From an optimization exercise on the open Yosys and OpenROAD flow, aimed at small area, a short achievable clock period and few clock cycles; shortcuts taken in it are not production practice.
The RTL was checked by simulation tests, not by an equivalence proof against the original design.
Power is estimated from default activity; no workload was simulated.

## axifull_dev
	module axifull_dev #
	(
		parameter integer C_S00_AXI_ID_WIDTH	= 8,
		parameter integer C_S00_AXI_DATA_WIDTH	= 128,
		parameter integer C_S00_AXI_ADDR_WIDTH	= 8,
		parameter integer C_S00_AXI_AWUSER_WIDTH	= 0,
		parameter integer C_S00_AXI_ARUSER_WIDTH	= 0,
		parameter integer C_S00_AXI_WUSER_WIDTH	= 0,
		parameter integer C_S00_AXI_RUSER_WIDTH	= 0,
		parameter integer C_S00_AXI_BUSER_WIDTH	= 0
	)
	(
		input wire  s00_axi_aclk,
		input wire  s00_axi_aresetn,
		input wire [C_S00_AXI_ID_WIDTH-1 : 0] s00_axi_awid,
		input wire [C_S00_AXI_ADDR_WIDTH-1 : 0] s00_axi_awaddr,
		input wire [7 : 0] s00_axi_awlen,
		input wire [2 : 0] s00_axi_awsize,
		input wire [1 : 0] s00_axi_awburst,
		input wire  s00_axi_awlock,
		input wire [3 : 0] s00_axi_awcache,
		input wire [2 : 0] s00_axi_awprot,
		input wire [3 : 0] s00_axi_awqos,
		input wire [3 : 0] s00_axi_awregion,
		input wire  s00_axi_awvalid,
		output wire  s00_axi_awready,
		input wire [C_S00_AXI_DATA_WIDTH-1 : 0] s00_axi_wdata,
		input wire [(C_S00_AXI_DATA_WIDTH/8)-1 : 0] s00_axi_wstrb,
		input wire  s00_axi_wlast,
		input wire  s00_axi_wvalid,
		output wire  s00_axi_wready,
		output wire [C_S00_AXI_ID_WIDTH-1 : 0] s00_axi_bid,
		output wire [1 : 0] s00_axi_bresp,
		output wire  s00_axi_bvalid,
		input wire  s00_axi_bready,
		input wire [C_S00_AXI_ID_WIDTH-1 : 0] s00_axi_arid,
		input wire [C_S00_AXI_ADDR_WIDTH-1 : 0] s00_axi_araddr,
		input wire [7 : 0] s00_axi_arlen,
		input wire [2 : 0] s00_axi_arsize,
		input wire [1 : 0] s00_axi_arburst,
		input wire  s00_axi_arlock,
		input wire [3 : 0] s00_axi_arcache,
		input wire [2 : 0] s00_axi_arprot,
		input wire [3 : 0] s00_axi_arqos,
		input wire [3 : 0] s00_axi_arregion,
		input wire  s00_axi_arvalid,
		output wire  s00_axi_arready,
  ...
Size in the first run: roughly 3800 cells after synthesis, ~400 I/O pins, ~57000 um^2 of cells after synthesis.
clock: 5.0 ns
lec_check: 0
cap_margin: 20
core_margin: 2
core_utilization: 55
cts_cluster_diameter: 100
cts_cluster_size: 25
place_density: 0.7
setup_slack_margin: 2.5
slew_margin: 20
standard.sh (not shown) runs the stock make flow with config.mk's settings and CLKGATE_MAP_FILE= SYNTH_SCRIPT=/design/flow/synth_recipe.tcl, a recipe that flattens the netlist after the stock synthesis.
==> flow/flow/run.sh <==
#!/bin/bash
# The standard layout, with plain buf_1 cells as the port buffers
# (buffer_ports otherwise picks clkdlybuf4s50_1, a larger delay cell).
set -euo pipefail
export BUFFER_PORTS_ARGS="-buffer_cell sky130_fd_sc_hd__buf_1"
bash standard.sh > standard.log 2>&1
The first run went through all stages and came out clean.
Testbench counts at the start, summed over its fixed seeds: cycles 26,205.
==> next run, changes <==
--- a/flow/config.mk
+++ b/flow/config.mk
@@ -8,8 +8,8 @@
 export CAP_MARGIN = 20
 export CORE_MARGIN = 2
-export CORE_UTILIZATION = 55
+export CORE_UTILIZATION = 45
 export CTS_CLUSTER_DIAMETER = 100
 export CTS_CLUSTER_SIZE = 25
-export PLACE_DENSITY = 0.7
+export PLACE_DENSITY = 0.6
 export SETUP_SLACK_MARGIN = 2.5
 export SLEW_MARGIN = 20
What happened: The new run completed without violations; combinational power climbs by about 1%; clock-buffer cell count does not change; wire length climbs by 2.2%; utilization drops by 10 points; non-clock buffer count climbs by 12; worst setup slack gets better by 0.045 ns; global-route usage drops by 3.0 points; via count is about the same; total power is about the same; maximum frequency climbs by 1.8%; sequential power stays flat.
==> next run, changes <==
--- a/flow/config.mk
+++ b/flow/config.mk
@@ -12,4 +12,5 @@
 export CTS_CLUSTER_SIZE = 25
 export PLACE_DENSITY = 0.6
-export SETUP_SLACK_MARGIN = 2.5
+export SETUP_SLACK_MARGIN = 2.65
 export SLEW_MARGIN = 20
+export TNS_END_PERCENT = 0
Outcome: Count of clock-buffer cells in the layout rose by 2; power stays flat; utilization is about the same; global-route usage grows by 0.11 points; fmax fell by 0.50%; clock power is higher by about 2%; register-to-register slack hardly moves; flip-flop and latch count is unchanged; wire length rose by 1.4%.


## before
axifull_dev, a different RTL version from the one above (not shown whole).
Size: about 4,000 cells after synthesis, about 2,200 flip-flops, roughly 400 I/O pins.
==> flow/config.mk <==
export PLATFORM = sky130hd
export DESIGN_NAME = axifull_dev
export DESIGN_NICKNAME = axifull_dev
export VERILOG_FILES = /design/flow/design.v
export SDC_FILE = /design/flow/constraint.sdc
export NUM_CORES = 4
export LEC_CHECK = 0
export CAP_MARGIN = 20
export CORE_MARGIN = 2
export CORE_UTILIZATION = 45
export CTS_CLUSTER_DIAMETER = 100
export CTS_CLUSTER_SIZE = 30
export PLACE_DENSITY = 0.6
export SETUP_SLACK_MARGIN = 2.5
export SLEW_MARGIN = 20
==> flow/constraint.sdc <==
create_clock -name core_clock -period 5.0 [get_ports {s00_axi_aclk}]
set_input_delay 1.0000 -clock core_clock [delete_from_list [all_inputs] [get_ports {s00_axi_aclk}]]
set_output_delay 1.0000 -clock core_clock [all_outputs]
set_load 0.01 [all_outputs]
run.sh (not shown) runs the stock make flow with config.mk's settings and CLKGATE_MAP_FILE= SYNTH_SCRIPT=/design/flow/synth_recipe.tcl, a recipe that flattens the netlist after the stock synthesis.
Stock flow here: none of the scripts above is used.
In summary, before completed successfully, with a layout that passed the timing, design-rule and antenna checks.
Testbench counts of before, summed over its fixed seeds: cycles 27,385.
The inputs of after differ from those of before as listed below.
Settings: CTS_CLUSTER_SIZE now 25, was 30.
## What came out
- Cell area | after vs before | after smaller
- Of before and after, the lower data arrival time of the critical path belongs to after.
- The fraction of standard cell area that is sequential number comes out lower for before vs after.
- met1 demand-to-capacity share in global routing was lower in the run labelled after.
- From after to before, multi-input combinational gate total did not move at all.
- Non-clock buffer count (after over before): decrease, 27
- In after, the switching share of power came out 0.15 points below the value in before.


== job 3439 ==
axifull_dev with an RTL version that a note above also has.
Size: roughly 3800 cells after synthesis, about 2200 flip-flops, about 400 I/O pins.
Settings: LEC_CHECK=0, CAP_MARGIN=20, CORE_MARGIN=2, CORE_UTILIZATION=45, CTS_CLUSTER_DIAMETER=100, CTS_CLUSTER_SIZE=25, PLACE_DENSITY=0.6, SETUP_SLACK_MARGIN=2.6, SLEW_MARGIN=20, TNS_END_PERCENT=10; clock period 5.0 ns.
standard.sh (not shown) runs the stock make flow with config.mk's settings and CLKGATE_MAP_FILE= SYNTH_SCRIPT=/design/flow/synth_recipe.tcl, a recipe that flattens the netlist after the stock synthesis.
==> flow/flow/run.sh <==
#!/bin/bash
# The standard layout, with plain buf_4 cells as the port buffers
# (buffer_ports otherwise picks clkdlybuf4s50_1, a larger delay cell).
set -euo pipefail
export BUFFER_PORTS_ARGS="-buffer_cell sky130_fd_sc_hd__buf_4"
bash standard.sh > standard.log 2>&1
Job 3439 finished end to end and its layout was clean on timing, DRC and antenna.
Testbench counts of job 3439, summed over its fixed seeds: cycles 26,205.
For job 208, these inputs were changed with respect to job 3439:
- SETUP_SLACK_MARGIN: 2.6 -> 2.5
- TNS_END_PERCENT: 10 -> unset
==> flow/run.sh (new file) <==
#!/bin/bash
# synth_recipe.tcl (not shown) runs the flow's synth.tcl, then flattens the netlist and writes it again
# the make line also repeats each setting of config.mk as NAME=value (left out here)
make -C /OpenROAD-flow-scripts/flow DESIGN_CONFIG=/design/flow/config.mk WORK_HOME=/design/flow/orfs CLKGATE_MAP_FILE= SYNTH_SCRIPT=/design/flow/synth_recipe.tcl finish
removed: flow/flow/run.sh
removed: flow/standard.sh
Notes after the runs:
- Job 208 reached the final stage; the timing, design-rule and antenna checks on its layout passed.
- Re cell-internal power: job 3439 was lower than job 208.
- Relative area change from synthesis to final layout: job 208 and job 3439 compared, lower one is job 3439
- Lower global-route wire length before repair goes to job 3439 over job 208.
- Post-route clock period utilization delta for job 208 relative to job 3439: 0.72 points higher
- Cell area after layout is higher on job 208
- after synthesis and placement, the instance count of job 208 is above that of job 3439.
- Routed wire in job 208 totals less than in job 3439.
For job 562, these inputs were changed with respect to job 208:
- swapping 2.5 for 2.7 in SETUP_SLACK_MARGIN
- putting TNS_END_PERCENT at 10 where nothing was set
==> flow/flow/run.sh (new file) <==
#!/bin/bash
# The standard layout, with plain buf_1 cells as the port buffers
# (buffer_ports otherwise picks clkdlybuf4s50_1, a larger delay cell).
set -euo pipefail
export BUFFER_PORTS_ARGS="-buffer_cell sky130_fd_sc_hd__buf_1"
bash standard.sh > standard.log 2>&1
==> flow/standard.sh (new file) <==
#!/bin/bash
# synth_recipe.tcl (not shown) runs the flow's synth.tcl, then flattens the netlist and writes it again
# the make line also repeats each setting of config.mk as NAME=value (left out here)
make -C /OpenROAD-flow-scripts/flow DESIGN_CONFIG=/design/flow/config.mk WORK_HOME=/design/flow/orfs CLKGATE_MAP_FILE= SYNTH_SCRIPT=/design/flow/synth_recipe.tcl "${@:-finish}"
removed: flow/run.sh
==> summary.txt <==
As far as count of nets after finishing is concerned, job 208 and job 562 perform about the same.
On combinational gate power, job 562 and job 208 are basically level.
Non-clock buffering overhead in the final layout, job 562 and job 208: smaller value in job 562
Per the comparison of job 562 with job 208, clock period minus worst slack went down by 0.078 ns; filler cell count went up by 169; total net switching power went up by 1.3%.
In job 562 relative to job 208, highest attainable clock frequency had gone up by a few percent.
Job 208 and job 562 ended up with roughly the same clock tree buffer depth.
For the share of the clock period used by the worst path, job 562 came in 1.6 points lower than job 208 did.
Taking job 208 as the reference point, the register-to-register slack of job 562 falls by 0.03 ns.
In job 562, the internal power of the cells came out 0.70% below the value in job 208.


P:
Another version of the RTL of axifull_dev (not shown whole).
For scale: ~3600 cells after synthesis, roughly 2200 flip-flops, about 57000 um2 of cells after synthesis.
clock: 5.0 ns
lec_check: 0
cap_margin: 20
core_margin: 2
core_utilization: 45
cts_cluster_diameter: 100
cts_cluster_size: 25
place_density: 0.6
setup_slack_margin: 2.5
slew_margin: 20
==> flow/flow/run.sh <==
#!/bin/bash
# The standard layout, with plain buf_1 cells as the port buffers
# (buffer_ports otherwise picks clkdlybuf4s50_1, a larger delay cell).
set -euo pipefail
export BUFFER_PORTS_ARGS="-buffer_cell sky130_fd_sc_hd__buf_1"
bash standard.sh > standard.log 2>&1
Testbench counts of P, summed over its fixed seeds: cycles 27,385.
What Q does differently from P at the input level:
==> flow/run.sh (new file) <==
#!/bin/bash
# synth_recipe.tcl (not shown) runs the flow's synth.tcl, then flattens the netlist and writes it again
# the make line also repeats each setting of config.mk as NAME=value (left out here)
make -C /OpenROAD-flow-scripts/flow DESIGN_CONFIG=/design/flow/config.mk WORK_HOME=/design/flow/orfs CLKGATE_MAP_FILE= SYNTH_SCRIPT=/design/flow/synth_recipe.tcl finish
--- a/flow/config.mk
+++ b/flow/config.mk
@@ -13,3 +13,3 @@
 export PLACE_DENSITY = 0.6
-export SETUP_SLACK_MARGIN = 2.5
+export SETUP_SLACK_MARGIN = 2.8
 export SLEW_MARGIN = 20
removed: flow/flow/run.sh
removed: flow/standard.sh
--- outcome ---
Q | stages: all done | timing, DRC, antenna: all pass
Diff P -> Q | multi-input combinational cell area | up by a few percent
[Q vs P] number of clock-tree buffers in the layout: higher in Q
Measured against P, the post-route standard cell area excluding fillers of Q comes out at 1.09 times the reference value.
Compared with P, Q shows a lower final RePlAce weighted congestion.
met3 global-route usage was higher in the run labelled P.
Cmp Q and P / number of buffer and inverter instances along the worst setup path / higher: Q
Compared with P, Q shows final instance count without filler cells that has gone up by a few percent.


RTL: one of the versions met above, not the one the previous note started from.
For scale: ~3800 cells after synthesis, roughly 400 I/O pins, roughly 57000 sq um of cells after synthesis.
==> flow/config.mk <==
export PLATFORM = sky130hd
export DESIGN_NAME = axifull_dev
export DESIGN_NICKNAME = axifull_dev
export VERILOG_FILES = /design/flow/design.v
export SDC_FILE = /design/flow/constraint.sdc
export NUM_CORES = 4
export LEC_CHECK = 0
export CAP_MARGIN = 20
export CORE_MARGIN = 2
export CORE_UTILIZATION = 45
export CTS_CLUSTER_DIAMETER = 100
export CTS_CLUSTER_SIZE = 25
export PLACE_DENSITY = 0.6
export SETUP_SLACK_MARGIN = 2.8
export SLEW_MARGIN = 20
==> flow/constraint.sdc <==
create_clock -name core_clock -period 5.0 [get_ports {s00_axi_aclk}]
set_input_delay 1.0000 -clock core_clock [delete_from_list [all_inputs] [get_ports {s00_axi_aclk}]]
set_output_delay 1.0000 -clock core_clock [all_outputs]
set_load 0.01 [all_outputs]
==> flow/flow/run.sh <==
#!/bin/bash
# The standard layout, with plain buf_1 cells as the port buffers
# (buffer_ports otherwise picks clkdlybuf4s50_1, a larger delay cell).
set -euo pipefail
export BUFFER_PORTS_ARGS="-buffer_cell sky130_fd_sc_hd__buf_1"
bash standard.sh > standard.log 2>&1
The baseline finished with timing, DRC and antenna clean.
Testbench counts at the start, summed over its fixed seeds: cycles 26,205.
Next try:
Settings changed: CTS_BUF_LIST from default to sky130_fd_sc_hd__clkbuf_8 sky130_fd_sc_hd__clkbuf_16, SETUP_SLACK_MARGIN 2.8 to 2.5.
Effect:
- The new run completed with no timing, DRC or antenna violations
- final area is lower by about 5%
- sequential cell count does not change
- synthesized cell count does not change
- sequential power barely changes
- cell count is lower by about 3%
- non-clock buffer count is lower by 179
- via count is lower by 3.7%
- first-iteration DRC count is higher by about 3.6%
- utilization is lower by 2.8 points


rev 12:
Another version of the RTL of axifull_dev (not shown whole).
Size: ~4,000 cells after synthesis, about 2,200 flip-flops.
==> flow/config.mk <==
export PLATFORM = sky130hd
export DESIGN_NAME = axifull_dev
export DESIGN_NICKNAME = axifull_dev
export VERILOG_FILES = /design/flow/design.v
export SDC_FILE = /design/flow/constraint.sdc
export NUM_CORES = 4
export LEC_CHECK = 0
export CAP_MARGIN = 20
export CORE_MARGIN = 2
export CORE_UTILIZATION = 45
export CTS_CLUSTER_DIAMETER = 100
export CTS_CLUSTER_SIZE = 25
export PLACE_DENSITY = 0.6
export SETUP_SLACK_MARGIN = 2.7
export SLEW_MARGIN = 20
export TNS_END_PERCENT = 10
==> flow/constraint.sdc <==
create_clock -name core_clock -period 5.0 [get_ports {s00_axi_aclk}]
set_input_delay 1.0000 -clock core_clock [delete_from_list [all_inputs] [get_ports {s00_axi_aclk}]]
set_output_delay 1.0000 -clock core_clock [all_outputs]
set_load 0.01 [all_outputs]
Scripts as last shown in full above: flow/flow/run.sh
Testbench counts of rev 12, summed over its fixed seeds: cycles 26,205.
> inputs changed (rev 12 -> rev 13)
# rev 12
export LEC_CHECK = 0
export CAP_MARGIN = 20
export CORE_MARGIN = 2
export CORE_UTILIZATION = 45
export CTS_CLUSTER_DIAMETER = 100
export CTS_CLUSTER_SIZE = 25
export PLACE_DENSITY = 0.6
export SETUP_SLACK_MARGIN = 2.7
export SLEW_MARGIN = 20
export TNS_END_PERCENT = 10
create_clock -name core_clock -period 5.0 [get_ports {s00_axi_aclk}]
# rev 13
export LEC_CHECK = 0
export CAP_MARGIN = 20
export CORE_MARGIN = 2
export CORE_UTILIZATION = 45
export CTS_CLUSTER_DIAMETER = 100
export CTS_CLUSTER_SIZE = 25
export PLACE_DENSITY = 0.6
export SETUP_SLACK_MARGIN = 2.5
export SLEW_MARGIN = 20
create_clock -name core_clock -period 5.0 [get_ports {s00_axi_aclk}]
--- outcome ---
- Cell area reported after detailed placement delta (rev 13 -> rev 12): insignificant
- On peak clock frequency supported by timing: between rev 13 and rev 12, it ends up lower for rev 13.
- Taking rev 12 as the reference, in rev 13 clock share of power neither gained nor lost much, smallest setup slack after layout moved down, fill cell total of the finished layout saw a decrease.
- Sequential share of layout area was lower in rev 12 than in rev 13.
- Between rev 12 and rev 13, routed wire length decreased.
- Looking only at non-clock buffer count, and setting everything else aside, the higher value of rev 13 and rev 12 goes to rev 12.
- Final cell count of rev 12 is on par with rev 13.
- Cell area is higher on rev 12
- Delta(part of the total power dissipated in combinational logic, rev 13 - rev 12) < 0

[re-timing with driven ports]
The results above use ideal ports. As a check the final layouts listed here were re-extracted and re-timed, cells and wires unchanged. Step 1 assumes that a clkbuf_16 drives the clock port and a buf_2 every other input. Step 2 adds t to the input delays and takes it off the output delays; t is the mean of the earliest and latest rising clock arrival at the registers after step 1. Input paths then give back, and output paths get back, about the clock's delay inside the block. a / b / c = ideal ports / drivers / drivers and shift; a / b = the first two.
run | shift t [ns] | slack for setup (ns) | worst register clock-pin slew, ns
the first run of note 1 | 0.758 | 2.481 / 2.514 / 1.770 | 0.10 / 0.10
the second run of note 1 | 0.800 | 2.526 / 2.471 / 1.839 | 0.11 / 0.11
the third run of note 1 | 0.792 | 2.514 / 2.476 / 1.774 | 0.10 / 0.10
before | 0.764 | 2.250 / 2.250 / 1.544 | 0.12 / 0.12
after | 0.805 | 2.458 / 2.480 / 1.702 | 0.11 / 0.11
job 3439 | 0.794 | 2.540 / 2.509 / 1.801 | 0.10 / 0.10
job 208 | 0.777 | 2.504 / 2.516 / 1.759 | 0.10 / 0.10
job 562 | 0.802 | 2.582 / 2.550 / 1.811 | 0.10 / 0.10
P | 0.794 | 2.516 / 2.491 / 1.697 | 0.10 / 0.10
Q | 0.791 | 2.524 / 2.521 / 1.730 | 0.10 / 0.10
the first run of note 5 | 0.803 | 2.607 / 2.548 / 2.010 | 0.10 / 0.10
the second run of note 5 | 0.800 | 2.525 / 2.470 / 1.823 | 0.11 / 0.11
rev 12 | 0.798 | 2.530 / 2.482 / 1.854 | 0.10 / 0.10
rev 13 | 0.798 | 2.499 / 2.460 / 1.796 | 0.11 / 0.11
After both steps every run listed still meets setup and hold. The setup slack of P, which loses most, moves by -0.025 ns with the drivers and by -0.819 ns with both steps.
